From an optimization exercise on the open Yosys and OpenROAD flow, aimed at small area, a short achievable clock period and few clock cycles per item; shortcuts taken in it are not production practice. RTL that was checked went through simulation tests only; none was proved equivalent to the original. Only the layout flow was run in run 1; the RTL was not checked for function there.

==> flow/design.v, too long to show whole: its modules and the start of the top module <==
// module ahb_lite_fir_filter: 620 lines
module ahb_lite_fir_filter(
    input clk,
          n_rst,
    input logic hsel,
    input logic [3:0] haddr,
    input logic hsize,
    input logic [1:0] htrans,
    input logic hwrite,
    input logic [15:0] hwdata,
    output logic [15:0] hrdata,
    output logic hresp
);
  // ...
==> flow/flow/run.sh <==
#!/bin/bash
# The standard layout, with timing repair aimed at a setup slack margin
# (a shorter achieved period than the 12 ns constraint) and port buffers of a
# regular buffer cell. The clock and constraints are the standard flow's own.
set -euo pipefail
MARGIN=${MARGIN:-6.5}
bash standard.sh "SETUP_SLACK_MARGIN=$MARGIN" \
    "BUFFER_PORTS_ARGS=-buffer_cell sky130_fd_sc_hd__buf_2" finish > standard_flow.log 2>&1
==> flow/standard.sh <==
#!/bin/bash
# synth_recipe.tcl (not shown) runs the flow's synth.tcl, then flattens the netlist and writes it again
# the make line also repeats each setting of config.mk as NAME=value (left out here)
make -C /OpenROAD-flow-scripts/flow DESIGN_CONFIG=/design/flow/config.mk WORK_HOME=/design/flow/orfs CLKGATE_MAP_FILE= SYNTH_SCRIPT=/design/flow/synth_recipe.tcl "${@:-finish}"
==> flow/config.mk <==
export PLATFORM = sky130hd
export DESIGN_NAME = ahb_lite_fir_filter
export DESIGN_NICKNAME = ahb_lite_fir_filter
export VERILOG_FILES = /design/flow/design.v
export SDC_FILE = /design/flow/constraint.sdc
export NUM_CORES = 4
export LEC_CHECK = 0
export ABC_CLOCK_PERIOD_IN_PS = 5500
export CAP_MARGIN = 20
export CORE_MARGIN = 2
export CORE_UTILIZATION = 40
export SLEW_MARGIN = 20
==> flow/constraint.sdc <==
create_clock -name core_clock -period 12.0 [get_ports {clk}]
set_input_delay 2.4000 -clock core_clock [delete_from_list [all_inputs] [get_ports {clk}]]
set_output_delay 2.4000 -clock core_clock [all_outputs]
set_load 0.01 [all_outputs]
==> summary.txt, run 1 <==
CTS
  • CTS clk-pin slew, worst paths: 60 ps
  • CTS root buf: clkbuf_16

GRT
  • GR Util met2: 35.70%
  • Vias in the first global route: 17665
  • Met3 usage in global routing: 3.325%

Route
  • Routed WL: 64540 um
  • Wire length on met2: 30470 um

Critical path
  • Worst path top cell family by delay: adder cells
  • Critical Path Source Type: register
  • Crit path kind: reg2reg
  • Worst setup startpoint: bo_two[0]$_DFF_P_
  • CP Data Arrival Time: 6300 ps

Layout
  • Fraction of area in clock buffers and inverters: 4.877%
  • Signal inverters: 255
  • Largest registers: ap: 18 flops, nb: 18 flops, res: 17 flops
  • Post-route design area: 26550 um^2
  • Multi-Input Combinational: 1572
  • Final #Nets: 2652

Timing
  • Final hold violation count: 0
  • Hold_ws: 474.6 ps
  • Final worst setup slack: 6180 ps

Placement
  • Placer Congestion: 0.8980

Synthesis
  • Synth top area share: 27.60%
  • Register area share after synthesis: 34.81%
  • Synth Area in XOR/XNOR: 5.210%
  • Netlist cell types: 72
  • Synth Area in Adders: 20.91%

Status
  • Status: timing/DRC/antenna clean
==> run 2: changes to the inputs <==
--- a/flow/design.v
+++ b/flow/design.v
@@ -29,18 +29,21 @@
     logic [1:0]    seq;                     
     logic          k_t0, k_t2, k_t1, k_t3;  
     logic [15:0]   s1s, s1c;                
     logic          s1k;                     
     localparam int M = (18 - K) / 2;        
     logic [M-1:0]  bo_neg, bo_one, bo_two;  
     logic [15:0]   b2;                      
     logic [17:0]   ap;                      
+    logic          apw;
     logic [17:0]   nb;                      
+    logic [1:0]    nbc;
     logic [16:0]   res;                     
+    logic          resw;
     logic          err;
     logic wr_smp, wr_c0, wr_c1, wr_c2, wr_c3, wr_r14;
     assign wr_smp = wr_pend & (wr_pair == 3'd2);
     assign wr_c0  = wr_pend & (wr_pair == 3'd3);
     assign wr_c1  = wr_pend & (wr_pair == 3'd4);
     assign wr_c2  = wr_pend & (wr_pair == 3'd5);
     assign wr_c3  = wr_pend & (wr_pair == 3'd6);
     assign wr_r14 = wr_pend & (wr_pair == 3'd7);
@@ -485,61 +488,70 @@
     assign m2_lo = {1'b0, m2_r0[L-1:0], 1'b1} + {1'b0, m2_r1[L-1:0], s1k};
     assign c_lo  = m2_lo[L+1];
     assign s16   = m2_r0[L+15:L];
     assign c16   = m2_r1[L+15:L];
     logic [17:0] wsum;
     logic        w;                         
     assign wsum  = {1'b0, s16, 1'b1} + {1'b0, c16, c_lo};
     assign w     = wsum[17];
-    logic [17:0] nb_x, ap_y, ra, rb, x1, y1, x2, y2, v1, v2, u1, u2;
+    logic [17:0] nb_x, ap_y, ra, rb, x1, y1, x2, y2, v1, v2;
     logic [18:0] v2c;
     logic        sub;
     assign sub  = k_t1 | k_t3;
-    assign nb_x = k_t2 ? 18'h3FFFF : nb;
-    assign ap_y = k_t2 ? 18'd1 : ap;
+    assign nb_x = k_t2 ? 18'h3FFFF : {nb[17:16] + nbc, nb[15:0]};
+    assign ap_y = k_t2 ? 18'd1 : {ap[17:16] - {1'b0, apw}, ap[15:0]};
     assign ra   = {2'b00, s16};
     assign rb   = {2'b00, c16};
     logic [17:0] a1x, a2x;
     assign a1x  = nb_x ^ {18{sub}};
     assign a2x  = ~ap_y;
     logic [17:0] q1, q2;
     assign x1   = a1x ^ ra ^ rb;
     assign q1   = (a1x & ra) | (rb & (a1x ^ ra));
     assign y1   = {q1[16:0], c_lo};
     assign x2   = a2x ^ ra ^ rb;
     assign q2   = (a2x & ra) | (rb & (a2x ^ ra));
     assign y2   = {q2[16:0], 1'b1};
     assign v1   = x1 + y1;
     assign v2c  = {x2, 1'b1} + {y2, c_lo};
     assign v2   = v2c[18:1];
-    assign u1   = sub ? {~v1[17:16] + {1'b0, w}, ~v1[15:0]} : {v1[17:16] - {1'b0, w}, v1[15:0]};
-    assign u2   = {v2[17:16] - {1'b0, w}, v2[15:0]};
-    logic err_new;
-    assign err_new = (v1[17] & ~(v1[16] ^ w)) | ((v2[17] ^ v2[16]) & ~(v2[17] ^ w));
+    logic err_new, err3, err4;
+    assign err4    = w ? (v1[17] & v1[16]) : (v1[17] & ~v1[16]);
+    assign err3    = w ? (v2[17] & ~v2[16]) : (~v2[17] & v2[16]);
+    assign err_new = err3 | err4;
     logic busy, err_bit;
     assign busy    = wr_pend | samp_pend | r14[0];
     assign err_bit = k_t0 ? err_new : err;
+    logic [16:0] res_c;
     logic [15:0] mag, pdata, rdata;
-    assign mag = res[16] ? (~res[15:0] + 16'd1) : res[15:0];
+    logic        st_hw, st_b1;
+    assign res_c = {res[16] ^ resw, res[15:0]};
+    assign mag   = res_c[16] ? (~res_c[15:0] + 16'd1) : res_c[15:0];
+    assign st_hw = rd_req & (haddr[3:1] == 3'd0) & hsize;
+    assign st_b1 = rd_req & (haddr == 4'd1) & ~hsize;
     always_comb begin
         case (haddr[3:1])
-            3'd0:    pdata = {7'd0, err_bit, 7'd0, busy};
+            3'd0:    pdata = {15'd0, busy};
             3'd1:    pdata = mag;
             3'd2:    pdata = smp;
             3'd3:    pdata = c0;
             3'd4:    pdata = c1;
             3'd5:    pdata = c2;
             3'd6:    pdata = c3;
             default: pdata = {r15, r14};
         endcase
-        if (hsize)
+        if (!rd_req)
+            rdata = 16'd0;
+        else if (hsize)
             rdata = pdata;
         else
             rdata = {8'd0, haddr[0] ? pdata[15:8] : pdata[7:0]};
+        rdata[8] = rdata[8] | (st_hw & err_bit);
+        rdata[0] = rdata[0] | (st_b1 & err_bit);
     end
     always_ff @(posedge clk) begin
         s1s <= m1_r0[15+K:K];
         s1c <= m1_r1[15+K:K];
         s1k <= m1_lo[K];
         bo_neg <= b1_neg;
         bo_one <= b1_one;
         bo_two <= b1_two;
@@ -565,21 +577,24 @@
             h2        <= 16'd0;
             samp_pend <= 1'b0;
             seq       <= 2'd0;
             k_t0      <= 1'b0;
             k_t2      <= 1'b0;
             k_t1      <= 1'b0;
             k_t3      <= 1'b0;
             ap        <= 18'd1;
+            apw       <= 1'b0;
             nb        <= 18'h3FFFF;
+            nbc       <= 2'd0;
             res       <= 17'd0;
+            resw      <= 1'b0;
             err       <= 1'b0;
         end else begin
-            hrdata  <= rd_req ? rdata : 16'd0;
+            hrdata  <= rdata;
             wr_pend <= wr_req;
             wr_pair <= haddr[3:1];
             if (wr_smp) begin
                 smp <= hwdata;
                 h1  <= smp;
                 h2  <= h1;
             end
             if (wr_c0) c0 <= hwdata;
@@ -603,18 +618,25 @@
             else if (s1_sm)
                 samp_pend <= 1'b0;
             seq  <= (s1_hw | s1_sm | do_load) ? 2'd1 : (seq + {1'b0, ~s1_free});
             k_t0 <= s1_hw | s1_sm;
             k_t2 <= (seq == 2'd1);
             k_t1 <= (seq == 2'd2);
             k_t3 <= (seq == 2'd3);
             if (k_t0) begin
-                res <= ~u1[16:0];
-                err <= err_new;
+                res  <= ~v1[16:0];
+                resw <= w;
+                err  <= err_new;
             end else if (do_load) begin
                 err <= 1'b0;
             end
-            if (k_t2 | k_t1 | k_t3) nb <= u1;
-            if (k_t2 | k_t1) ap <= u2;
+            if (k_t2 | k_t1 | k_t3) begin
+                nb  <= sub ? ~v1 : v1;
+                nbc <= sub ? {1'b0, w} : {w, w};
+            end
+            if (k_t2 | k_t1) begin
+                ap  <= v2;
+                apw <= w;
+            end
         end
     end
 endmodule
==> flow/flow/run.sh (replaced) <==
#!/bin/bash
# The standard layout, with timing repair aimed at a setup slack margin
# (a shorter achieved period than the 12 ns constraint) and port buffers of a
# regular buffer cell. The clock and constraints are the standard flow's own.
set -euo pipefail
MARGIN=${MARGIN:-7.2}
bash standard.sh "SETUP_SLACK_MARGIN=$MARGIN" \
    "BUFFER_PORTS_ARGS=-buffer_cell sky130_fd_sc_hd__buf_2" finish > standard_flow.log 2>&1
==> summary.txt, run 2 <==
Synthesis
  • Synth top area cells: dfrtp_1 (28%), fa_1 (15%), mux2_2 (9.7%)
  • Cells after synthesis: 2246
  • Synth cell count leaders: dfrtp_1 (258), inv_1 (254), nand2_1 (207), mux2_2 (199), fa_1 (177)
  • Netlist cell types: 81 (+13%)
  • Cell Area, Synth: 23050 um^2
  • Mapped Nets: 2550
  • Synth top area share: 28.01% (+0.42 points)
  • Share of synthesized registers carrying an async set or reset: 82.69%
  • Number of flops mapped to enable cells by yosys: 0
  • Synth Warn #: 1
  • Main flop type after synthesis: dfrtp_1
  • Register area share after synthesis: 35.22% (+0.41 points)
  • Syn avg cell area: 10.26 um^2
  • Count leader, synth: dfrtp_1
  • Cell taking the most area after synthesis: dfrtp_1
  • Synth Register Bits: 335

GRT
  • Pin count of the biggest net entering global routing: 84
  • Initial antenna violation count: 4
  • First-pass GRT wire length: 105300 um
  • GRT Total Usage: 22.84%
  • Vias in the first global route: 18008 (+1.9%)
  • Total gr overflow: 0

CTS
  • Worst skew pair latency: 590 ps
  • CTS clk-pin slew, worst paths: 70 ps (about the same)
  • # hold bufs at CTS: 0
  • CTS H-tree lvls: 2
  • Sink Count: 335
  • CTS tree: done
  • CTS Buf Count: 38
  • Clock Tree Buf Depth: 3
  • CTS root buf: clkbuf_16

Critical path
  • Critical Path Source Type: input port
  • Critical Path RT: 9600 ps
  • Slowest cell on crit path: a21boi_2
  • Critical path fanouts, max: 3
  • Worst R2R Path Depth: 20
  • CP Depth: 5
  • CP Data Arrival Time: 3020 ps (-3280 ps)
  • Crit path kind: in2out
  • Worst path top cell family by delay: buffers and inverters
  • Crit path cell chain: buf_8 > buf_12 > nand4_1 > a21boi_2 > buf_2
  • Worst Path Buf+Inv: 3
  • Slowest Stage Delay on Critical Path: 160 ps
  • CP Capture Type: primary output

Layout
  • Commonest non-fill, non-tap cells in the layout: dfrtp_1 (258), inv_1 (232), nand2_1 (203), mux2_2 (197), nor2_1 (155)
  • Final #Nets: 2662 (+0.38%)
  • Fraction of layout cells with a size suffix above 1: 29.97%
  • Number of filler cells placed in the layout: 5093
  • Most common cell after layout, fill and taps aside: dfrtp_1
  • Largest registers: ap: 18 flops, nb: 18 flops, res: 17 flops
  • Sequential standard cell area: 8184 um^2
  • Area growth syn-to-layout: 20.20%
  • Multi-input gate area: 14720 um^2

Timing
  • Worst Tran Pin Value: 1118 ps
  • Fin. max-slew vios: 0
  • Final hold violation count: 0 (unchanged)
  • Post-layout min period: 5424 ps
  • Clock Skew: 35.54 ps
  • Hold_ws: 470.1 ps (-4.476 ps)
  • Setup TNS: 0 ps
  • Final setup fails: 0
  • RSZ-0062 raised after global routing: yes
  • Relative slew slack: 25.29%
  • Fmax: 184.4 MHz
  • Final critical-path share of the clock period: 45.20%

Status
  • Status: timing/DRC/antenna clean

Route
  • Number of detailed-route iterations in the first pass: 8
  • Detail Route Antenna Nets: 0
  • Wirelength per Cell: 21.56 um
  • Drt drc: 0
  • Via Count: 17256
  • Routed WL: 67770 um (+5.0%)
  • Vias/cell: 5.490
  • Number of DRC markers in iteration 0: 1133

Floorplan
  • Rows: 87
  • Die area: 59550 um^2
  • Die H: 244.0 um
  • Die X: 244.0 um
  • CORE AREA: 56710 um^2
  • Initial Utilization: 40.64%
  • Num ports: 44

Min path
  • Min-Delay Path Class: reg2reg
  • Worst Hold Depth: 2

Flow run
  • Max-cap check violation count: 0

Placement
  • Placer Congestion: 0.8734 (-2.7%)
  • # port buffers: 43
  • Placed wire-length estimate: 46170 um
-- run 2: cell types whose count changed in the layout (fill, tap and decap cells not counted), moves of 16 or more --
cell     delta
buf_6      +16
xnor2_1    -16
nor2_1     -29
nand2_1    +16
o21ai_0    -34
buf_4      +22
a21o_1     -16
-- run 2: kinds of logic (layout without fill, tap and decap cells) --
logic type | Yosys count | in the layout | share of synthesized area [%]
simple gates | 505 | 505 | 9.533
xor+xnor | 129 | 129 | 4.902
mux | 237 | 237 | 11.59
buf+inv | 368 | 508 | 6.156
compound gates | 394 | 394 | 11.75
fa+ha+maj | 278 | 278 | 20.85
other cells | 0 | 1 | 0
flops | 335 | 335 | 35.22
-- run 2: tightest hold or removal path, delay by kind of cell (launching register included) --
kind            cells  cell delay, ps
compound gates      1              60
flops               1             340
simple gates        1              40
-- run 2: worst paths after layout --
kind                                        start                  end  slack [ps]
worst max-delay path                     haddr[1]                hresp        6580
worst min-delay path            ap[7]$_DFFE_PN0P_    ap[7]$_DFFE_PN0P_         470
worst max register to register      b2[6]$_DFF_P_  hrdata[0]$_DFF_PN0_        6690
worst min register to register  ap[7]$_DFFE_PN0P_    ap[7]$_DFFE_PN0P_         470
max in group asynchronous                   n_rst    c3[6]$_DFFE_PN0P_        8270
min in group asynchronous                   n_rst    ap[7]$_DFFE_PN0P_        1710
-- run 2: per-layer routing --
| layer | vias to the layer above | GRT usage, % | routed length [um] |
|---|---|---|---|
| li1 | 7750 | - | - |
| met1 | 8804 | 29.66 | 28450 |
| met2 | 541 | 38.11 | 32630 |
| met3 | 155 | 3.984 | 4042 |
| met4 | 6 | 8.680 | 2604 |
| met5 | - | 0 | 44 |
-- run 2: per-stage QoR --
stage | setup slack, ps | std cells | utilization (%) | area [um^2]
final | 6576 | 3143 | 48.85 | 27700
after CTS | 6568 | 3107 | 47.50 | 26940
after floorplan | 6721 | 2246 | - | 23390
after global placement | 5468 | 2959 | 42.65 | 24190
after global routing | 6521 | 3142 | 48.84 | 27700
after detailed placement | 5343 | 2959 | 42.65 | 24190
-- run 2: cell type report --
class / count / share of cell area (%)
Multi-Input combinational cell: 1543 / 53.15
Sequential cell: 335 / 29.54
Timing Repair Buffer: 185 / 5.768
Clock buffer: 57 / 4.051
Inverter: 255 / 3.464
Tap cell: 756 / 3.415
Clock inverter: 11 / 0.5962
Antenna cell: 1 / 0.009033
-- run 2: timing repair --
action,in CTS,in global routing
pin swaps,57,105
cloned,5,0
gates resized for setup,186,114
buffers inserted,75,35
setup endpoints to repair,79,53
Testbench counts of run 2, summed over its fixed seeds: cycles 2,064, samples 512.
==> run 3: changes to the inputs <==
--- a/flow/flow/run.sh
+++ b/flow/flow/run.sh
@@ -5,3 +5,3 @@
 set -euo pipefail
-MARGIN=${MARGIN:-7.2}
+MARGIN=${MARGIN:-6.8}
 bash standard.sh "SETUP_SLACK_MARGIN=$MARGIN" \
==> summary.txt, run 3 <==
CTS
  • CTS clk-pin slew, worst paths: 60 ps (about the same)
  • Clock Tree Buf Depth: 3 (unchanged)
  • # hold bufs at CTS: 0 (unchanged)
  • Worst skew pair latency: 570 ps (-20 ps)
  • CTS H-tree lvls: 2 (unchanged)
  • CTS root buf: clkbuf_16
  • Sink Count: 335 (unchanged)
  • CTS Buf Count: 38 (unchanged)
  • CTS tree: done

Timing
  • RSZ-0062 raised after global routing: yes
  • Hold_ws: 472.2 ps (+2.092 ps)
  • Clock Skew: 24.02 ps (-11.52 ps)
  • Final critical-path share of the clock period: 45.62% (+0.41 points)
  • Worst Tran Pin Value: 1115 ps (-2.557 ps)
  • Fin. max-slew vios: 0 (unchanged)
  • Setup TNS: 0 ps (unchanged)
  • Final setup fails: 0 (unchanged)
  • Final hold violation count: 0 (unchanged)
  • Post-layout min period: 5474 ps (+49.77 ps)
  • Fmax: 182.7 MHz (-0.91%)
  • Relative slew slack: 23.51% (-1.8 points)

Synthesis
  • Main flop type after synthesis: dfrtp_1
  • Syn avg cell area: 10.26 um^2 (unchanged)
  • Synth Warn #: 1 (unchanged)
  • Count leader, synth: dfrtp_1
  • Cells after synthesis: 2246 (unchanged)
  • Synth Register Bits: 335 (unchanged)
  • Synth top area cells: dfrtp_1 (28%), fa_1 (15%), mux2_2 (9.7%)
  • Cell taking the most area after synthesis: dfrtp_1
  • Mapped Nets: 2550 (unchanged)
  • Synth top area share: 28.01% (unchanged)
  • Netlist cell types: 81 (unchanged)
  • Cell Area, Synth: 23050 um^2 (unchanged)
  • Register area share after synthesis: 35.22% (unchanged)
  • Synth cell count leaders: dfrtp_1 (258), inv_1 (254), nand2_1 (207), mux2_2 (199), fa_1 (177)
  • Number of flops mapped to enable cells by yosys: 0 (unchanged)
  • Share of synthesized registers carrying an async set or reset: 82.69% (unchanged)

Layout
  • Largest registers: ap: 18 flops, nb: 18 flops, res: 17 flops
  • Most common cell after layout, fill and taps aside: dfrtp_1
  • Layout Cells excl Fill: 3113 (-0.95%)
  • Final #Nets: 2631 (-1.2%)
  • Fraction of layout cells with a size suffix above 1: 24.69% (-5.3 points)
  • Area growth syn-to-layout: 15.83%
  • Antenna cells: 0 (-1)
  • Commonest non-fill, non-tap cells in the layout: dfrtp_1 (258), inv_1 (244), nand2_1 (206), mux2_2 (198), fa_1 (169)

Floorplan
  • Initial Utilization: 40.64% (unchanged)
  • Rows: 87 (unchanged)
  • Die area: 59550 um^2 (unchanged)
  • CORE AREA: 56710 um^2 (unchanged)
  • Die H: 244.0 um (unchanged)
  • Num ports: 44 (unchanged)
  • Die X: 244.0 um (unchanged)

Route
  • Routed WL: 65260 um (-3.7%)
  • Via Count: 16978 (-1.6%)
  • Wirelength per Cell: 20.96 um (-2.8%)
  • Drt drc: 0 (unchanged)
  • Number of DRC markers in iteration 0: 1081 (-4.6%)
  • Detail Route Antenna Nets: 0 (unchanged)
  • Number of detailed-route iterations in the first pass: 5 (-3)
  • Vias/cell: 5.454 (-0.66%)

Placement
  • # port buffers: 43 (unchanged)
  • Placed wire-length estimate: 45030 um (-2.5%)
  • Placer Congestion: 0.8787 (+0.61%)
  • Inst Count DP: 2960 (+0.034%)

GRT
  • GRT Total Usage: 22.01% (-0.83 points)
  • First-pass GRT wire length: 102400 um (-2.7%)
  • Pin count of the biggest net entering global routing: 86 (+2.4%)
  • Total gr overflow: 0 (unchanged)
  • Initial antenna violation count: 0 (-4)
  • Vias in the first global route: 17534 (-2.6%)

Critical path
  • CP Data Arrival Time: 5910 ps (+2890 ps)
  • CP Capture Type: register
  • Crit path kind: reg2reg
  • Critical path fanouts, max: 4 (+1)
  • Critical Path RT: 12430 ps (+2830 ps)
  • Critical Path Source Type: register

Status
  • Status: timing/DRC/antenna clean

Min path
  • Min-Delay Path Class: reg2reg

Flow run
  • Max-cap check violation count: 0 (unchanged)
-- run 3: changes by cell type in the layout (fill, tap and decap cells not counted), sizes merged --
| cell | delta |
|---|---|
| clkinv | +5 |
| clkbuf | -5 |
| inv | +1 |
| bufbuf | -1 |
| bufinv | +1 |
| buf | -31 |
| clkinvlp | +1 |
| diode | -1 |
-- run 3: what timing repair did --
action	4_1_cts	5_1_grt
resized for setup	109	53
buffers inserted	43	36
cloned	4	0
endpoints found under the hold margin	0	0
pin swaps	41	29
endpoints found under the setup margin	66	29
-- run 3: cell type report --
class / instances / area (um^2)
fill: 5163 / 30020
multi-input combinational: 1543 / 14070
sequential: 335 / 8179
timing repair buffer: 154 / 1270
clock buffer: 51 / 1040
inverter: 255 / 960.9
tap: 756 / 945.9
clock inverter: 19 / 226.5
-- run 3: final timing paths --
kind / from / end / slack [ps] / depth (start not counted)
hold reg to reg: ap[1]$_DFFE_PN0P_ / ap[1]$_DFFE_PN0P_ / 470 / 2
setup / recovery: b2[6]$_DFF_P_ / hrdata[8]$_DFF_PN0_ / 6530 / 20
setup reg to reg: b2[6]$_DFF_P_ / hrdata[8]$_DFF_PN0_ / 6530 / 20
hold / removal: ap[1]$_DFFE_PN0P_ / ap[1]$_DFFE_PN0P_ / 470 / 2
max in group asynchronous: n_rst / f2[4]$_DFFE_PN0P_ / 8090 / 3
min in group asynchronous: n_rst / ap[1]$_DFFE_PN0P_ / 1740 / 1
-- run 3: worst max-delay path, stage by stage (launching register included) --
cell	delay (ps)
dfxtp_4	360
a22oi_2	250
xnor2_2	160
fa_1	470
fa_1	510
inv_1	50
fa_1	580
inv_2	70
fa_1	530
ha_4	160
inv_2	40
fa_2	360
nor2b_4	150
o31ai_4	100
a221oi_4	390
buf_4	190
a211oi_4	60
a2111oi_4	350
o221ai_2	190
a31oi_4	290
o22ai_2	90
-- run 3: logic make-up (layout without fill, tap and decap cells) --
group	Yosys count	in the layout	share of synthesized area, %
compound gates	394	394	11.75
xor+xnor	129	129	4.902
fa+ha+maj	278	278	20.85
buf+inv	368	479	6.156
flops	335	335	35.22
mux	237	237	11.59
simple gates	505	505	9.533
-- run 3: metrics by stage --
| stage | worst slack [ps] | cell area [um^2] | util, % |
|---|---|---|---|
| final | 6526 | 26700 | 47.07 |
| after detailed placement | 5286 | 24090 | 42.48 |
| after global routing | 6272 | 26700 | 47.07 |
| after CTS | 6554 | 26180 | 46.16 |
| after global placement | 5437 | 24090 | 42.47 |
| after floorplan | 6721 | 23250 | - |
-- run 3: metal layers --
| layer | track usage (%) | wire, um | share of wire, % | up-vias |
|---|---|---|---|---|
| li1 | - | - | - | 7718 |
| met1 | 30.09 | 28750 | 44 | 8641 |
| met2 | 36.63 | 31360 | 48 | 503 |
| met3 | 2.919 | 3383 | 5.2 | 116 |
| met4 | 6.241 | 1775 | 2.7 | 0 |
| met5 | 0 | 0 | 0 | - |
==> run 4: changes to the inputs <==
--- a/flow/flow/run.sh
+++ b/flow/flow/run.sh
@@ -5,3 +5,3 @@
 set -euo pipefail
-MARGIN=${MARGIN:-6.8}
+MARGIN=${MARGIN:-6.5}
 bash standard.sh "SETUP_SLACK_MARGIN=$MARGIN" \
--- a/flow/config.mk
+++ b/flow/config.mk
@@ -10,3 +10,3 @@
 export CORE_MARGIN = 2
-export CORE_UTILIZATION = 40
+export CORE_UTILIZATION = 55
 export SLEW_MARGIN = 20
==> summary.txt, run 4 <==
Status
  • Status: timing/DRC/antenna clean

Layout
  • Area growth syn-to-layout: 12.62%
  • Number of filler cells placed in the layout: 3400 (-34%)
  • Most common cell after layout, fill and taps aside: dfrtp_1
  • Fraction of layout cells with a size suffix above 1: 22.90% (-1.8 points)
  • Final #Nets: 2592 (-1.5%)
  • Largest registers: ap: 18 flops, nb: 18 flops, res: 17 flops
  • Commonest non-fill, non-tap cells in the layout: dfrtp_1 (258), inv_1 (243), nand2_1 (204), mux2_2 (199), fa_1 (168)

Placement
  • Worst slack at placement: 5212 ps (-73.98 ps)
  • Placer Congestion: 0.9027 (+2.7%)
  • Placed wire-length estimate: 44500 um (-1.2%)
  • # port buffers: 43 (unchanged)

CTS
  • CTS root buf: clkbuf_16
  • Sink Count: 335 (unchanged)
  • CTS clk-pin slew, worst paths: 50 ps (about the same)
  • CTS H-tree lvls: 2 (unchanged)
  • CTS Buf Count: 38 (unchanged)
  • Clock Tree Buf Depth: 3 (unchanged)
  • Worst skew pair latency: 560 ps (about the same)
  • CTS tree: done

Timing
  • Post-layout min period: 5466 ps (-8.180 ps)
  • Worst Tran Pin Value: 1117 ps (+2.003 ps)
  • Final hold violation count: 0 (unchanged)
  • Final setup fails: 0 (unchanged)
  • Clock Skew: 18.75 ps (-5.271 ps)
  • Relative slew slack: 23.38% (-0.14 points)
  • Final worst setup slack: 6534 ps (+8.180 ps)
  • Fin. max-slew vios: 0 (unchanged)
  • Final critical-path share of the clock period: 45.55% (-0.068 points)
  • RSZ-0062 raised after global routing: yes
  • Setup TNS: 0 ps (unchanged)
  • Fmax: 183.0 MHz (+0.15%)

Route
  • Vias/cell: 5.852 (+7.3%)
  • Number of DRC markers in iteration 0: 1354 (+25%)
  • Drt drc: 0 (unchanged)
  • Routed WL: 62730 um (-3.9%)
  • Via Count: 16660 (-1.9%)
  • Detail Route Antenna Nets: 0 (unchanged)
  • Wirelength per Cell: 22.03 um (+5.1%)
  • Number of detailed-route iterations in the first pass: 6 (+1)

Floorplan
  • Rows: 74 (-15%)
  • Die area: 43560 um^2 (-27%)
  • Initial Utilization: 56.06% (+15 points)
  • Die X: 208.7 um (-14%)
  • Num ports: 44 (unchanged)
  • CORE AREA: 41110 um^2 (-28%)
  • Die H: 208.7 um (-14%)

Critical path
  • Crit path cell chain: buf_4 > buf_12 > nand4_1 > a21boi_1 > buf_2
  • Slowest Stage Delay on Critical Path: 150 ps (-430 ps)
  • Critical path fanouts, max: 3 (-1)
  • Worst R2R End: hrdata[0]$_DFF_PN0_
  • CP Capture Type: primary output
  • Critical Path Source Type: input port
  • Critical Path RT: 9600 ps (-2830 ps)
  • Slowest cell on crit path: a21boi_1
  • Reg2reg start: bo_one[0]$_DFF_P_
  • Crit path kind: in2out
  • Setup slack, reg-to-reg: 6600 ps (+70 ps)
  • CP Data Arrival Time: 3070 ps (-2840 ps)
  • Worst R2R Path Depth: 25 (+25%)

Synthesis
  • Count leader, synth: dfrtp_1
  • Register area share after synthesis: 35.22% (unchanged)
  • Cell taking the most area after synthesis: dfrtp_1
  • Synth cell count leaders: dfrtp_1 (258), inv_1 (254), nand2_1 (207), mux2_2 (199), fa_1 (177)
  • Main flop type after synthesis: dfrtp_1
  • Netlist cell types: 81 (unchanged)
  • Synth top area share: 28.01% (unchanged)
  • Synth Warn #: 1 (unchanged)
  • Synth Register Bits: 335 (unchanged)
  • Number of flops mapped to enable cells by yosys: 0 (unchanged)
  • Cell Area, Synth: 23050 um^2 (unchanged)
  • Share of synthesized registers carrying an async set or reset: 82.69% (unchanged)
  • Syn avg cell area: 10.26 um^2 (unchanged)
  • Cells after synthesis: 2246 (unchanged)
  • Mapped Nets: 2550 (unchanged)
  • Synth top area cells: dfrtp_1 (28%), fa_1 (15%), mux2_2 (9.7%)

GRT
  • Vias in the first global route: 17343 (-1.1%)
  • Initial antenna violation count: 1 (+1)
  • Pin count of the biggest net entering global routing: 186 (+120%)
  • Total gr overflow: 0 (unchanged)
  • GRT Total Usage: 29.59% (+7.6 points)
  • First-pass GRT wire length: 99240 um (-3.1%)

Min path
  • Worst Hold End: ap[7]$_DFFE_PN0P_
  • Worst Hold Depth: 2 (unchanged)
  • HP Start: ap[7]$_DFFE_PN0P_
  • Min-Delay Path Class: reg2reg

Flow run
  • Max-cap check violation count: 0 (unchanged)
==> run 4: critical path: cells and delay by family <==
family,cells,cell delay [ps]
buffers and inverters,3,400
AO/OA/AOI/OAI,1,150
AND/OR/NAND/NOR,1,120
==> run 4: how the worst max path moves through the flow <==
stage / start / end / cells past startpoint
6_report: haddr[1] / hresp / 5
5_1_grt: bo_one[0]$_DFF_P_ / hrdata[8]$_DFF_PN0_ / 22
4_1_cts: bo_one[0]$_DFF_P_ / hrdata[8]$_DFF_PN0_ / 21
3_5_place_dp: bo_neg[2]$_DFF_P_ / hrdata[8]$_DFF_PN0_ / 24
3_3_place_gp: bo_neg[2]$_DFF_P_ / hrdata[8]$_DFF_PN0_ / 24
2_1_floorplan: hwdata[0] / s1k$_DFF_P_ / 12
==> run 4: metrics by stage <==
step,cell area (um^2),utilization (%),instances,hold WS [ps]
after floorplan,23080,-,2246,440.4
after global placement,23730,57.73,2734,453.9
after detailed placement,23730,57.73,2734,456.9
after CTS,25560,62.18,2831,471.1
after global routing,25950,63.13,2846,496.2
final,25950,63.14,2847,469.2
==> run 4: logic make-up after synthesis <==
| logic type | count (synthesis) | share of synthesized area, % |
|---|---|---|
| buffers and inverters | 368 | 6.156 |
| XOR/XNOR | 129 | 4.902 |
| AND/OR/NAND/NOR | 505 | 9.533 |
| adder cells (fa/ha/maj) | 278 | 20.85 |
| AO/OA/AOI/OAI | 394 | 11.75 |
| multiplexers | 237 | 11.59 |
| flip-flops | 335 | 35.22 |
==> run 4: repair_timing <==
| action | CTS | global route |
|---|---|---|
| endpoints found under the hold margin | 0 | 0 |
| gates cloned | 3 | 0 |
| hold buffers | 0 | 0 |
| setup buffers | 28 | 15 |
| resized for setup | 73 | 79 |
| pin swaps | 15 | 46 |
| endpoints found under the setup margin | 50 | 15 |
==> run 4: area by class of cell <==
type | instances | area (um^2) | area share [%]
Clock inverter | 13 | 182.7 | 0.7038
Tap cell | 532 | 665.6 | 2.565
Sequential cell | 335 | 8168 | 31.47
Antenna cell | 1 | 2.502 | 0.009641
Multi-Input combinational cell | 1543 | 13960 | 53.80
Timing Repair Buffer | 115 | 933.4 | 3.596
Clock buffer | 53 | 1077 | 4.151
Inverter | 255 | 962.2 | 3.707
==> run 4: metal layers <==
metal  track usage [%]  wire [um]  part of all wire, %
met1             39.44      27070                   43
met2             49.06      29420                   47
met3             4.554       3756                  6.0
met4             11.18       2476                  3.9
met5                 0          0                    0
==> run 5: changes to the inputs <==
--- a/flow/config.mk
+++ b/flow/config.mk
@@ -10,3 +10,3 @@
 export CORE_MARGIN = 2
-export CORE_UTILIZATION = 55
+export CORE_UTILIZATION = 70
 export SLEW_MARGIN = 20
==> summary.txt, run 5 <==
Layout
  • Commonest non-fill, non-tap cells in the layout: dfrtp_1 (258), inv_1 (252), nand2_1 (206), mux2_2 (199), fa_1 (169)
  • Area growth syn-to-layout: 11.36%
  • Sequential standard cell area: 8172 um^2 (about the same)
  • Final #Nets: 2578 (-0.54%)
  • Most common cell after layout, fill and taps aside: dfrtp_1
  • Multi-input gate area: 13790 um^2 (-1.2%)
  • Fraction of layout cells with a size suffix above 1: 21.12% (-1.8 points)
  • Largest registers: ap: 18 flops, nb: 18 flops, res: 17 flops
  • Number of filler cells placed in the layout: 2098 (-38%)

Critical path
  • Critical Path RT: 9600 ps (about the same)
  • Crit path kind: in2out
  • CP Capture Type: primary output
  • Reg2reg start: bo_one[0]$_DFF_P_
  • Worst R2R End: hrdata[8]$_DFF_PN0_
  • Worst R2R Path Depth: 21 (-16%)
  • CP Data Arrival Time: 3080 ps (about the same)
  • Critical Path Source Type: input port
  • Critical path fanouts, max: 4 (+1)
  • Setup slack, reg-to-reg: 6590 ps (about the same)

Timing
  • Clock Skew: 23.90 ps (+5.146 ps)
  • RSZ-0062 raised after global routing: yes
  • Post-layout min period: 5485 ps (+18.83 ps)
  • Final critical-path share of the clock period: 45.70% (+0.16 points)
  • Final hold violation count: 0 (unchanged)
  • Relative slew slack: 23.11% (-0.27 points)
  • Setup TNS: 0 ps (unchanged)
  • Fmax: 182.3 MHz (-0.34%)
  • Fin. max-slew vios: 0 (unchanged)
  • Final setup fails: 0 (unchanged)
  • Worst Tran Pin Value: 1146 ps (+28.31 ps)

CTS
  • CTS root buf: clkbuf_16
  • Worst skew pair latency: 550 ps (about the same)
  • CTS tree: done
  • Sink Count: 335 (unchanged)
  • CTS H-tree lvls: 2 (unchanged)
  • # hold bufs at CTS: 0 (unchanged)
  • Clock Tree Buf Depth: 3 (unchanged)
  • CTS Buf Count: 37 (-2.6%)
  • CTS clk-pin slew, worst paths: 60 ps (about the same)

Route
  • Via Count: 17164 (+3.0%)
  • Vias/cell: 6.255 (+6.9%)
  • Routed WL: 62090 um (-1.0%)
  • Wirelength per Cell: 22.63 um (+2.7%)
  • Number of DRC markers in iteration 0: 1631 (+20%)
  • Detail Route Antenna Nets: 0 (unchanged)
  • Drt drc: 0 (unchanged)
  • Number of detailed-route iterations in the first pass: 5 (-1)

GRT
  • Initial antenna violation count: 3 (+2)
  • Pin count of the biggest net entering global routing: 140 (-25%)
  • GRT Total Usage: 36.68% (+7.1 points)
  • Total gr overflow: 0 (unchanged)
  • First-pass GRT wire length: 95900 um (-3.4%)
  • Vias in the first global route: 17397 (+0.31%)

Floorplan
  • Die area: 34390 um^2 (-21%)
  • Die X: 185.5 um (-11%)
  • Die H: 185.5 um (-11%)
  • Initial Utilization: 71.02% (+15 points)
  • CORE AREA: 32450 um^2 (-21%)
  • Num ports: 44 (unchanged)
  • Rows: 66 (-11%)

Placement
  • Placed wire-length estimate: 43100 um (-3.1%)
  • # port buffers: 43 (unchanged)
  • Placer Congestion: 0.9660 (+7.0%)

Synthesis
  • Synth Warn #: 1 (unchanged)
  • Cells after synthesis: 2246 (unchanged)
  • Synth Register Bits: 335 (unchanged)
  • Count leader, synth: dfrtp_1
  • Number of flops mapped to enable cells by yosys: 0 (unchanged)
  • Netlist cell types: 81 (unchanged)
  • Synth top area cells: dfrtp_1 (28%), fa_1 (15%), mux2_2 (9.7%)
  • Mapped Nets: 2550 (unchanged)
  • Main flop type after synthesis: dfrtp_1
  • Cell Area, Synth: 23050 um^2 (unchanged)
  • Syn avg cell area: 10.26 um^2 (unchanged)
  • Synth cell count leaders: dfrtp_1 (258), inv_1 (254), nand2_1 (207), mux2_2 (199), fa_1 (177)
  • Register area share after synthesis: 35.22% (unchanged)
  • Share of synthesized registers carrying an async set or reset: 82.69% (unchanged)
  • Cell taking the most area after synthesis: dfrtp_1
  • Synth top area share: 28.01% (unchanged)

Min path
  • Min-Delay Path Class: reg2reg
  • Worst Hold End: ap[11]$_DFFE_PN0P_
  • Worst Hold Depth: 2 (unchanged)
  • HP Start: ap[11]$_DFFE_PN0P_

Flow run
  • Max-cap check violation count: 0 (unchanged)

Status
  • Status: timing/DRC/antenna clean
[run 5: metal layers]
| metal | track usage (%) | part of all wire (%) | up-vias |
|---|---|---|---|
| met5 | 0 | 0.043 | - |
| met4 | 16.22 | 4.7 | 4 |
| met3 | 7.337 | 8.0 | 181 |
| met2 | 60.04 | 48 | 761 |
| met1 | 47.73 | 40 | 8619 |
| li1 | - | - | 7599 |
[run 5: per-stage QoR]
stage	hold slack, ps	area, um^2	setup WS (ps)	cells	util [%]
finish	478.9	25670	6515	2744	79.08
global route	498.0	25660	6429	2743	79.08
CTS	479.1	25290	6470	2728	77.94
detailed placement	464.2	23590	5392	2642	72.69
global placement	454.5	23590	5566	2642	72.69
floorplan	440.4	23080	6506	2246	-
[run 5: worst max-delay path, stage by stage]
cell	delay [ps]
buf_6	110
buf_12	130
nor2_4	110
nand2_1	70
a21boi_1	120
buf_2	140
[run 5: how the worst max path moves through the flow]
stage	cells after the start	to	slack (ps)	startpoint
final	6	hresp	6520	haddr[2]
after floorplan	12	s1k$_DFF_P_	6510	hwdata[0]
after global routing	19	hrdata[8]$_DFF_PN0_	6430	bo_two[0]$_DFF_P_
after CTS	18	hrdata[8]$_DFF_PN0_	6470	bo_one[0]$_DFF_P_
after global placement	23	hrdata[8]$_DFF_PN0_	5570	bo_neg[2]$_DFF_P_
after detailed placement	23	hrdata[8]$_DFF_PN0_	5390	bo_neg[2]$_DFF_P_
[run 5: cell families after synthesis]
group / share of synthesized area [%]
simple gates: 9.533
compound gates: 11.75
buf+inv: 6.156
flops: 35.22
fa+ha+maj: 20.85
mux: 11.59
xor+xnor: 4.902
[run 5: area by class of cell]
cell class                      instances  share of cell area [%]
Antenna cell                            1                0.009750
Clock buffer                           49                   4.061
Clock inverter                         17                   1.048
Inverter                              255                   3.729
Multi-Input combinational cell       1543                   53.73
Sequential cell                       335                   31.84
Tap cell                              442                   2.155
Timing Repair Buffer                  102                   3.432
[run 5: repair_timing]
action,in CTS,in global routing
pin swaps,10,18
endpoints found under the setup margin,34,11
gates resized for setup,57,47
cloned,3,1
buffers inserted,17,12
==> run 6: changes to the inputs <==
--- a/flow/config.mk
+++ b/flow/config.mk
@@ -10,3 +10,3 @@
 export CORE_MARGIN = 2
-export CORE_UTILIZATION = 70
+export CORE_UTILIZATION = 40
 export SLEW_MARGIN = 20
==> summary.txt, run 6 <==
GRT
  • First-pass GRT wire length: 100200 um (+4.5%)
  • Initial antenna violation count: 3 (unchanged)
  • Total gr overflow: 0 (unchanged)
  • GRT Total Usage: 21.54% (-15 points)
  • Pin count of the biggest net entering global routing: 84 (-40%)
  • Vias in the first global route: 17432 (+0.20%)

Floorplan
  • Die H: 244.0 um (+32%)
  • Rows: 87 (+32%)
  • Die X: 244.0 um (+32%)
  • CORE AREA: 56710 um^2 (+75%)
  • Initial Utilization: 40.64% (-30 points)
  • Die area: 59550 um^2 (+73%)
  • Num ports: 44 (unchanged)

Timing
  • Final critical-path share of the clock period: 45.35% (-0.35 points)
  • Post-layout min period: 5442 ps (-42.16 ps)
  • RSZ-0062 raised after global routing: yes
  • Clock Skew: 27.61 ps (+3.714 ps)
  • Relative slew slack: 20.30% (-2.8 points)
  • Worst Tran Pin Value: 1162 ps (+16.54 ps)
  • Hold_ws: 468.3 ps (-10.61 ps)
  • Final worst setup slack: 6558 ps (+42.16 ps)
  • Fmax: 183.7 MHz (+0.77%)
  • Fin. max-slew vios: 0 (unchanged)
  • Setup TNS: 0 ps (unchanged)
  • Final setup fails: 0 (unchanged)
  • Final hold violation count: 0 (unchanged)

Flow run
  • Max-cap check violation count: 0 (unchanged)

Critical path
  • CP Data Arrival Time: 3040 ps (-40 ps)
  • Worst R2R End: hrdata[8]$_DFF_PN0_
  • Worst R2R Path Depth: 18 (-14%)
  • Crit path kind: in2out
  • CP Capture Type: primary output
  • Critical Path RT: 9600 ps (about the same)
  • Critical Path Source Type: input port
  • Critical path fanouts, max: 3 (-1)
  • Setup slack, reg-to-reg: 6600 ps (about the same)
  • Reg2reg start: bo_two[1]$_DFF_P_

Route
  • Number of DRC markers in iteration 0: 1107 (-32%)
  • Number of detailed-route iterations in the first pass: 5 (unchanged)
  • Wirelength per Cell: 20.89 um (-7.7%)
  • Vias/cell: 5.446 (-13%)
  • M1 WL: 28100 um (+14%)
  • Top sig layer: met5
  • DR WL met3: 3705 um (-25%)
  • Via Count: 16813 (-2.0%)
  • Drt drc: 0 (unchanged)
  • Detail Route Antenna Nets: 0 (unchanged)
  • Wire length on met2: 30370 um (+2.5%)
  • Routed WL: 64480 um (+3.8%)

CTS
  • CTS clk-pin slew, worst paths: 60 ps (about the same)
  • CTS tree: done
  • CTS root buf: clkbuf_16
  • Sink Count: 335 (unchanged)
  • Clock Tree Buf Depth: 3 (unchanged)
  • CTS Buf Count: 38 (+2.7%)
  • Worst skew pair latency: 580 ps (+30 ps)
  • CTS H-tree lvls: 2 (unchanged)

Placement
  • Placer Congestion: 0.8977 (-7.1%)
  • # port buffers: 43 (unchanged)
  • Worst slack at placement: 5187 ps (-204.9 ps)
  • Placed wire-length estimate: 45050 um (+4.5%)

Status
  • Status: timing/DRC/antenna clean

Synthesis
  • Cell Area, Synth: 23050 um^2 (unchanged)
  • Count leader, synth: dfrtp_1
  • Share of synthesized registers carrying an async set or reset: 82.69% (unchanged)
  • Mapped Nets: 2550 (unchanged)
  • Number of flops mapped to enable cells by yosys: 0 (unchanged)
  • Synth top area share: 28.01% (unchanged)
  • Synth Warn #: 1 (unchanged)
  • Cell taking the most area after synthesis: dfrtp_1
  • Register area share after synthesis: 35.22% (unchanged)
  • Cells after synthesis: 2246 (unchanged)
  • Main flop type after synthesis: dfrtp_1
  • Syn avg cell area: 10.26 um^2 (unchanged)
  • Synth cell count leaders: dfrtp_1 (258), inv_1 (254), nand2_1 (207), mux2_2 (199), fa_1 (177)
  • Synth Register Bits: 335 (unchanged)
  • Synth top area cells: dfrtp_1 (28%), fa_1 (15%), mux2_2 (9.7%)
  • Netlist cell types: 81 (unchanged)

Layout
  • Fraction of layout cells with a size suffix above 1: 23.19% (+2.1 points)
  • Commonest non-fill, non-tap cells in the layout: dfrtp_1 (258), inv_1 (242), nand2_1 (206), mux2_2 (199), fa_1 (169)
  • Area growth syn-to-layout: 14.55%
  • Number of filler cells placed in the layout: 5179 (+150%)
  • Final #Nets: 2606 (+1.1%)
  • Most common cell after layout, fill and taps aside: dfrtp_1
  • Largest registers: ap: 18 flops, nb: 18 flops, res: 17 flops

Min path
  • Worst Hold End: r15[5]$_DFFE_PN0P_
  • HP Start: r15[5]$_DFFE_PN0P_
  • Worst Hold Depth: 2 (unchanged)
  • Min-Delay Path Class: reg2reg
[run 6: kinds of logic (layout without fill, tap and decap cells)]
family / Yosys count / count (layout) / synth area share [%]
muxes: 237 / 237 / 11.59
adders and majority gates: 278 / 278 / 20.85
AOI/OAI and AO/OA: 394 / 394 / 11.75
buffers and inverters: 368 / 451 / 6.156
DFF: 335 / 335 / 35.22
other: 0 / 2 / 0
and+or+nand+nor: 505 / 505 / 9.533
xor gates and xnor gates: 129 / 129 / 4.902
[run 6: cell type report]
cell class	instances	area [um^2]	area share, %
Multi-Input combinational cell	1543	13970	52.90
Inverter	255	962.2	3.644
Timing Repair Buffer	129	1062	4.024
Clock buffer	56	1119	4.237
Sequential cell	335	8179	30.98
Clock inverter	11	162.7	0.6161
Tap cell	756	945.9	3.583
Antenna cell	2	5.005	0.01896
[run 6: how the worst max path moves through the flow]
stage	start	endpoint	slack, ps
finish	haddr[1]	hresp	6560
global route	bo_two[1]$_DFF_P_	hrdata[8]$_DFF_PN0_	6380
CTS	bo_two[0]$_DFF_P_	hrdata[8]$_DFF_PN0_	6490
detailed placement	bo_neg[2]$_DFF_P_	hrdata[8]$_DFF_PN0_	5190
global placement	bo_neg[2]$_DFF_P_	hrdata[8]$_DFF_PN0_	5280
floorplan	hwdata[0]	s1k$_DFF_P_	6510
[run 6: worst max-delay path: stages]
cell and delay [ps]:
buf_6 110, buf_12 110, nand4_1 130, a21boi_1 140, buf_2 150
[run 6: through the flow]
stage	utilization [%]	std cells	instance area (um^2)
3_3_place_gp	42.37	2962	24030
3_5_place_dp	42.37	2962	24030
2_1_floorplan	-	2246	23080
5_1_grt	46.55	3086	26400
6_report	46.55	3087	26400
4_1_cts	45.38	3046	25740
[run 6: metal layers]
metal	up-vias	global-route usage [%]
met5	-	0
met1	8478	29.09
met2	539	35.09
li1	7655	-
met3	139	3.248
met4	2	7.981
[run 6: repair_timing]
action,4_1_cts,5_1_grt
gates cloned,3,1
setup endpoints to repair,42,13
hold buffers,0,0
buffers inserted,14,38
resized for setup,64,86
pin swaps,14,35
==> run 7: changes to the inputs <==
==> flow/flow/run.sh (replaced) <==
#!/bin/bash
# The standard layout (its synthesis script, registers unchanged), with:
#  - no ABC pass inside yosys's generic synth before the adders are extracted
#    (SYNTH_ARGS=-noabc), so the hand-built adder trees reach extract_fa as
#    written, without inverters around every full adder; ABC still maps the
#    logic afterwards as usual,
#  - timing repair aimed at a setup slack margin (a shorter achieved period
#    than the 12 ns constraint), and
#  - port buffers of a regular buffer cell.
# The clock and constraints are the standard flow's own.
set -euo pipefail
MARGIN=${MARGIN:-6.8}
bash standard.sh "SYNTH_ARGS=-noabc" "SETUP_SLACK_MARGIN=$MARGIN" \
    "BUFFER_PORTS_ARGS=-buffer_cell sky130_fd_sc_hd__buf_2" finish > standard_flow.log 2>&1
--- a/flow/config.mk
+++ b/flow/config.mk
@@ -10,3 +10,3 @@
 export CORE_MARGIN = 2
-export CORE_UTILIZATION = 40
+export CORE_UTILIZATION = 70
 export SLEW_MARGIN = 20
==> summary.txt, run 7 <==
Status
  • Status: timing/DRC/antenna clean

Timing
  • Clock Skew: 32.60 ps (+4.988 ps)
  • Final critical-path share of the clock period: 45.29% (-0.059 points)
  • Final hold violation count: 0 (unchanged)
  • Worst Tran Pin Value: 1178 ps (+15.54 ps)
  • Post-layout min period: 5435 ps (-7.070 ps)
  • Hold_ws: 468.0 ps (-0.2990 ps)
  • Relative slew slack: 20.95% (+0.65 points)
  • Fin. max-slew vios: 0 (unchanged)
  • Fmax: 184.0 MHz (+0.13%)
  • Setup TNS: 0 ps (unchanged)
  • Final setup fails: 0 (unchanged)
  • RSZ-0062 raised after global routing: yes

GRT
  • GRT Total Usage: 37.09% (+16 points)
  • Total gr overflow: 0 (unchanged)
  • First-pass GRT wire length: 94010 um (-6.2%)
  • Vias in the first global route: 17033 (-2.3%)
  • Initial antenna violation count: 1 (-2)
  • Pin count of the biggest net entering global routing: 160 (+90%)

CTS
  • Sink Count: 335 (unchanged)
  • CTS tree: done
  • Worst skew pair latency: 550 ps (-30 ps)
  • CTS H-tree lvls: 2 (unchanged)
  • # hold bufs at CTS: 0 (unchanged)
  • CTS root buf: clkbuf_16
  • Clock Tree Buf Depth: 3 (unchanged)
  • CTS Buf Count: 36 (-5.3%)
  • CTS clk-pin slew, worst paths: 60 ps (about the same)

Min path
  • Min-Delay Path Class: reg2reg

Synthesis
  • Syn avg cell area: 10.91 um^2 (+6.3%)
  • Cell taking the most area after synthesis: dfrtp_1
  • Main flop type after synthesis: dfrtp_1
  • Synth Register Bits: 335 (unchanged)
  • Number of flops mapped to enable cells by yosys: 0 (unchanged)
  • Cells after synthesis: 2040 (-9.2%)
  • Cell Area, Synth: 22250 um^2 (-3.5%)
  • Synth top area share: 29.02% (+1.0 points)
  • Synth cell count leaders: dfrtp_1 (258), nor2_1 (227), mux2_2 (207), fa_1 (189), nand2_1 (125)
  • Register area share after synthesis: 36.48% (+1.3 points)
  • Share of synthesized registers carrying an async set or reset: 82.69% (unchanged)
  • Synth top area cells: dfrtp_1 (29%), fa_1 (17%), mux2_2 (10%)
  • Netlist cell types: 76 (-6.2%)
  • Count leader, synth: dfrtp_1
  • Synth Warn #: 1 (unchanged)
  • Mapped Nets: 2345 (-8.0%)

Critical path
  • Critical path fanouts, max: 7 (+4)
  • Crit path kind: reg2reg
  • Reg2reg start: bo_one[0]$_DFF_P_
  • CP Data Arrival Time: 5890 ps (+2850 ps)
  • Critical Path RT: 12450 ps (+2850 ps)
  • Worst setup path endpoint: err$_DFFE_PN0P_
  • CP dominant cell by count: fa_2
  • Crit path cell chain: buf_8 > a22oi_2 > xnor2_1 > fa_1 > fa_1 > fa_2 > buf_6 > fa_2 > fa_2 > a211o_1 > o211ai_1 > a21oi_2 > a221o_1 > o22ai_2 > xor2_2 > xnor2_2 > buf_4 > o21ai_1 > nand2_1 > o21ai_1
  • Worst Path Buf+Inv: 3 (unchanged)
  • Slowest Stage Delay on Critical Path: 570 ps (+420 ps)
  • Worst path top cell family by delay: adder cells
  • CP Depth: 20 (+15)
  • Critical Path Source Type: register
  • CP Capture Type: register
  • Slowest cell on crit path: fa_2
  • Worst R2R End: err$_DFFE_PN0P_
  • Worst R2R Path Depth: 20 (+2)
  • Worst setup startpoint: bo_one[0]$_DFF_P_
  • Setup slack, reg-to-reg: 6560 ps (-40 ps)

Layout
  • Number of filler cells placed in the layout: 1865 (-64%)
  • Final #Nets: 2417 (-7.3%)
  • Fraction of layout cells with a size suffix above 1: 27.92% (+4.7 points)
  • Commonest non-fill, non-tap cells in the layout: dfrtp_1 (258), nor2_1 (221), mux2_2 (207), fa_1 (168), nand2_1 (124)
  • Area growth syn-to-layout: 14.36%
  • Multi-input gate area: 13880 um^2 (-0.62%)
  • Antenna cells: 0 (-2)
  • Most common cell after layout, fill and taps aside: dfrtp_1
  • Largest registers: ap: 18 flops, nb: 18 flops, res: 17 flops
  • Sequential standard cell area: 8168 um^2 (-0.14%)

Flow run
  • Max-cap check violation count: 0 (unchanged)

Route
  • Number of DRC markers in iteration 0: 1578 (+43%)
  • Vias/cell: 6.543 (+20%)
  • Wirelength per Cell: 23.97 um (+15%)
  • Routed WL: 60880 um (-5.6%)
  • Via Count: 16620 (-1.1%)
  • Detail Route Antenna Nets: 0 (unchanged)
  • Number of detailed-route iterations in the first pass: 8 (+3)
  • Drt drc: 0 (unchanged)

Floorplan
  • Initial Utilization: 70.87% (+30 points)
  • Die X: 182.3 um (-25%)
  • Die area: 33230 um^2 (-44%)
  • Die H: 182.3 um (-25%)
  • Rows: 65 (-25%)
  • CORE AREA: 31390 um^2 (-45%)
  • Num ports: 44 (unchanged)

Placement
  • Placer Congestion: 0.9510 (+5.9%)
  • Placed wire-length estimate: 39940 um (-11%)
  • # port buffers: 43 (unchanged)
run 7: area by class of cell:
cell class / count / area share [%]
multi-input cells: 1482 / 54.55
flip-flops and latches: 335 / 32.10
repair buffers: 152 / 5.242
clock buffers: 54 / 4.121
well taps: 402 / 1.977
inverters: 105 / 1.549
clock inverters: 10 / 0.4622
run 7: per-stage QoR:
| step | instances | utilization [%] | area [um^2] | worst slack [ps] |
|---|---|---|---|---|
| finish | 2540 | 81.05 | 25440 | 6565 |
| global placement | 2398 | 72.71 | 22820 | 5925 |
| detailed placement | 2398 | 72.71 | 22820 | 5823 |
| CTS | 2504 | 79.29 | 24890 | 6591 |
| floorplan | 2040 | - | 22510 | 6582 |
| global route | 2540 | 81.05 | 25440 | 6390 |
run 7: worst min path at each step:
stage,start,to,slack (ps),cells past startpoint
6_report,ap[10]$_DFFE_PN0P_,ap[10]$_DFFE_PN0P_,470,2
3_3_place_gp,ap[13]$_DFFE_PN0P_,ap[13]$_DFFE_PN0P_,450,2
2_1_floorplan,r15[1]$_DFFE_PN0P_,r15[1]$_DFFE_PN0P_,440,2
4_1_cts,ap[10]$_DFFE_PN0P_,ap[10]$_DFFE_PN0P_,470,2
3_5_place_dp,r15[1]$_DFFE_PN0P_,r15[1]$_DFFE_PN0P_,460,2
5_1_grt,r15[1]$_DFFE_PN0P_,r15[1]$_DFFE_PN0P_,490,2
run 7: timing repair:
| item | in CTS | in global routing |
|---|---|---|
| resized for setup | 124 | 55 |
| cloned | 3 | 0 |
| setup buffers | 39 | 35 |
| setup endpoints to repair | 33 | 19 |
| pin swaps | 29 | 41 |
run 7: kinds of logic after synthesis:
family	count (synthesis)	synth area share, %
AO/OA/AOI/OAI	379	11.75
XOR/XNOR	120	4.819
buffers and inverters	223	3.869
AND/OR/NAND/NOR	473	9.352
flip-flops	335	36.48
multiplexers	232	11.71
adder cells (fa/ha/maj)	278	22.01
run 7: per-layer routing:
metal  part of all wire (%)  wire, um  track usage (%)  up-vias
met5                  0.021        13                0        -
met4                    5.3      3255            18.77        2
met3                    8.2      4965            5.668      200
met2                     48     29000            59.83      872
met1                     39     23640            49.57     8357
li1                       -         -                -     7189
run 7: worst min-delay path, cell delays in order (launching register included):
cell,delay [ps]
dfrtp_1,340
nand2_1,50
o31ai_1,50
==> run 8: changes to the inputs <==
--- a/flow/flow/run.sh
+++ b/flow/flow/run.sh
@@ -11,3 +11,3 @@
 set -euo pipefail
-MARGIN=${MARGIN:-6.8}
+MARGIN=${MARGIN:-6.5}
 bash standard.sh "SYNTH_ARGS=-noabc" "SETUP_SLACK_MARGIN=$MARGIN" \
==> summary.txt, run 8 <==
Placement
  • Placed wire-length estimate: 40060 um (+0.30%)
  • Placer Congestion: 0.9286 (-2.4%)
  • # port buffers: 43 (unchanged)
  • Post-DP Area: 22770 um^2 (-0.26%)
  • Inst Count DP: 2398 (unchanged)

Timing
  • Final hold violation count: 0 (unchanged)
  • Relative slew slack: 26.02% (+5.1 points)
  • Clock Skew: 17.29 ps (-15.31 ps)
  • Final setup fails: 0 (unchanged)
  • RSZ-0062 raised after global routing: yes
  • Final critical-path share of the clock period: 46.13% (+0.83 points)
  • Fin. max-slew vios: 0 (unchanged)
  • Hold_ws: 474.2 ps (+6.265 ps)
  • Post-layout min period: 5535 ps (+99.98 ps)
  • Worst Tran Pin Value: 1102 ps (-75.41 ps)
  • Setup TNS: 0 ps (unchanged)
  • Fmax: 180.7 MHz (-1.8%)

CTS
  • CTS Buf Count: 37 (+2.8%)
  • Clock Tree Buf Depth: 3 (unchanged)
  • CTS tree: done
  • # hold bufs at CTS: 0 (unchanged)
  • CTS clk-pin slew, worst paths: 60 ps (about the same)
  • CTS root buf: clkbuf_16
  • Worst skew pair latency: 550 ps (about the same)
  • CTS H-tree lvls: 2 (unchanged)
  • Sink Count: 335 (unchanged)

Critical path
  • Critical Path Source Type: register
  • Critical Path RT: 12420 ps (-30 ps)
  • CP Data Arrival Time: 5960 ps (+70 ps)
  • Crit path kind: reg2reg
  • Critical path fanouts, max: 15 (+8)
  • CP Capture Type: register
  • Setup slack, reg-to-reg: 6460 ps (-100 ps)

Layout
  • Post-route design area: 24920 um^2 (-2.1%)
  • Sequential standard cell area: 8178 um^2 (+0.12%)
  • Largest registers: ap: 18 flops, nb: 18 flops, res: 17 flops
  • Commonest non-fill, non-tap cells in the layout: dfrtp_1 (258), nor2_1 (224), mux2_2 (207), fa_1 (172), nand2_1 (125)
  • Final #Nets: 2401 (-0.66%)
  • Layout Cells excl Fill: 2527 (-0.51%)
  • Multi-input gate area: 13560 um^2 (-2.3%)
  • Number of filler cells placed in the layout: 1997 (+7.1%)
  • Most common cell after layout, fill and taps aside: dfrtp_1
  • Fraction of layout cells with a size suffix above 1: 25.46% (-2.5 points)
  • Antenna cells: 0 (unchanged)
  • Area growth syn-to-layout: 11.99%

Synthesis
  • Number of flops mapped to enable cells by yosys: 0 (unchanged)
  • Synth Warn #: 1 (unchanged)
  • Count leader, synth: dfrtp_1
  • Mapped Nets: 2345 (unchanged)
  • Share of synthesized registers carrying an async set or reset: 82.69% (unchanged)
  • Main flop type after synthesis: dfrtp_1
  • Syn avg cell area: 10.91 um^2 (unchanged)
  • Synth top area cells: dfrtp_1 (29%), fa_1 (17%), mux2_2 (10%)
  • Cell taking the most area after synthesis: dfrtp_1
  • Synth top area share: 29.02% (unchanged)
  • Synth Register Bits: 335 (unchanged)
  • Cells after synthesis: 2040 (unchanged)
  • Netlist cell types: 76 (unchanged)
  • Synth cell count leaders: dfrtp_1 (258), nor2_1 (227), mux2_2 (207), fa_1 (189), nand2_1 (125)
  • Cell Area, Synth: 22250 um^2 (unchanged)
  • Register area share after synthesis: 36.48% (unchanged)

Route
  • Number of detailed-route iterations in the first pass: 6 (-2)
  • Routed WL: 59500 um (-2.3%)
  • Wirelength per Cell: 23.55 um (-1.8%)
  • Via Count: 16423 (-1.2%)
  • Number of DRC markers in iteration 0: 1674 (+6.1%)
  • Detail Route Antenna Nets: 0 (unchanged)
  • Vias/cell: 6.499 (-0.68%)
  • Drt drc: 0 (unchanged)

Status
  • Status: timing/DRC/antenna clean

GRT
  • Initial antenna violation count: 1 (unchanged)
  • Vias in the first global route: 16370 (-3.9%)
  • Pin count of the biggest net entering global routing: 175 (+9.4%)
  • First-pass GRT wire length: 91870 um (-2.3%)
  • Total gr overflow: 0 (unchanged)
  • GRT Total Usage: 36.11% (-0.98 points)

Floorplan
  • Die X: 182.3 um (unchanged)
  • Rows: 65 (unchanged)
  • Initial Utilization: 70.87% (unchanged)
  • Num ports: 44 (unchanged)
  • Die H: 182.3 um (unchanged)
  • CORE AREA: 31390 um^2 (unchanged)
  • Die area: 33230 um^2 (unchanged)

Min path
  • Min-Delay Path Class: reg2reg

Flow run
  • Max-cap check violation count: 0 (unchanged)
==> run 8: cell counts after synthesis <==
No cell type changed its count.
==> run 8: cell families (layout without fill, tap and decap cells) <==
logic type | Yosys count | after routing | share of synthesized area (%)
flip-flops | 335 | 335 | 36.48
adder cells (fa/ha/maj) | 278 | 278 | 22.01
multiplexers | 232 | 232 | 11.71
XOR/XNOR | 120 | 120 | 4.819
AND/OR/NAND/NOR | 473 | 473 | 9.352
AO/OA/AOI/OAI | 379 | 379 | 11.75
buffers and inverters | 223 | 308 | 3.869
==> run 8: stage by stage <==
step                      utilization (%)  worst slack, ps
after global routing                79.37             6292
after floorplan                         -             6464
after detailed placement            72.52             5657
after global placement              72.52             5852
after CTS                           77.67             6501
final                               79.37             6465
==> run 8: layout make-up <==
| type | count | area share (%) |
|---|---|---|
| Clock buffer | 52 | 4.309 |
| Clock inverter | 16 | 0.6428 |
| Inverter | 105 | 1.582 |
| Multi-Input combinational cell | 1482 | 54.44 |
| Sequential cell | 335 | 32.82 |
| Tap cell | 402 | 2.019 |
| Timing Repair Buffer | 135 | 4.188 |
==> run 8: path summary, 6_finish.rpt <==
kind | cells past startpoint | end | from
max | 18 | hrdata[8]$_DFF_PN0_ | bo_two[0]$_DFF_P_
min | 2 | ap[13]$_DFFE_PN0P_ | ap[13]$_DFFE_PN0P_
max reg2reg | 18 | hrdata[8]$_DFF_PN0_ | bo_two[0]$_DFF_P_
min reg2reg | 2 | ap[13]$_DFFE_PN0P_ | ap[13]$_DFFE_PN0P_
max in group asynchronous | 2 | h2[6]$_DFFE_PN0P_ | n_rst
min in group asynchronous | 1 | ap[13]$_DFFE_PN0P_ | n_rst
==> run 8: timing repair <==
item,CTS,global route
pin swaps,12,23
resized for setup,68,49
setup buffers,18,41
endpoints found under the setup margin,22,14
cloned,1,0
==> run 8: worst max-delay path: stages (launching register included) <==
cell and delay, ps:
dfxtp_4 410, a22oi_1 250, xnor2_1 170, fa_1 450
fa_1 490, fa_2 620, fa_1 450, ha_1 240
fa_2 380, a211o_1 300, o211ai_1 130, a21oi_2 110
a221o_1 370, o22ai_2 190, xor2_2 250, xnor2_2 160
o211ai_2 130, a31oi_1 240, nor2_1 60
==> run 8: routing by layer <==
layer,track usage (%),up-vias,wire (um)
met5,0,-,7
met4,16.26,2,3097
met3,4.311,185,4401
met2,59.21,828,28780
met1,49.04,8269,23210
li1,-,7139,-

## separate check: timing with driven ports
The flow's constraints put no driver on any port. The routed layouts listed below were extracted and timed again, unchanged, in two steps.
Step 1 (the two cells are an assumption about what drives the block):
set clk [get_ports {clk}]
set_driving_cell -lib_cell sky130_fd_sc_hd__clkbuf_16 $clk
set_driving_cell -lib_cell sky130_fd_sc_hd__buf_2 [delete_from_list [all_inputs] $clk]
Step 2 times the ports against the registers' clock, not the clock port: input delays grow and output delays shrink by t, the midpoint of the rising clock arrivals with the driver on.
a / b / c = ideal / step 1 / step 2; a / b = the first two.
run	shift t [ns]	setup slack, ns	latest minus earliest clock arrival (ns)	slew at the worst register clock pin (ns)	worst data-port slew with drivers (ns)
run 1	0.617	6.180 / 6.180 / 6.073	0.033 / 0.033	0.06 / 0.06	0.08
run 2	0.631	6.576 / 6.465 / 6.460	0.036 / 0.036	0.07 / 0.07	0.13
run 3	0.617	6.526 / 6.442 / 6.273	0.025 / 0.025	0.07 / 0.07	0.13
run 4	0.604	6.534 / 6.425 / 6.108	0.020 / 0.020	0.07 / 0.07	0.15
run 5	0.590	6.515 / 6.463 / 6.207	0.025 / 0.024	0.07 / 0.07	0.16
run 6	0.623	6.558 / 6.442 / 6.019	0.028 / 0.027	0.07 / 0.07	0.17
run 7	0.591	6.565 / 6.470 / 6.306	0.035 / 0.035	0.07 / 0.07	0.14
run 8	0.591	6.465 / 6.465 / 6.167	0.017 / 0.017	0.07 / 0.07	0.07
After both steps setup and hold are still met in every run listed. For run 6, which loses most, drivers alone change the setup slack by -0.116 ns; drivers and shift together by -0.539 ns.
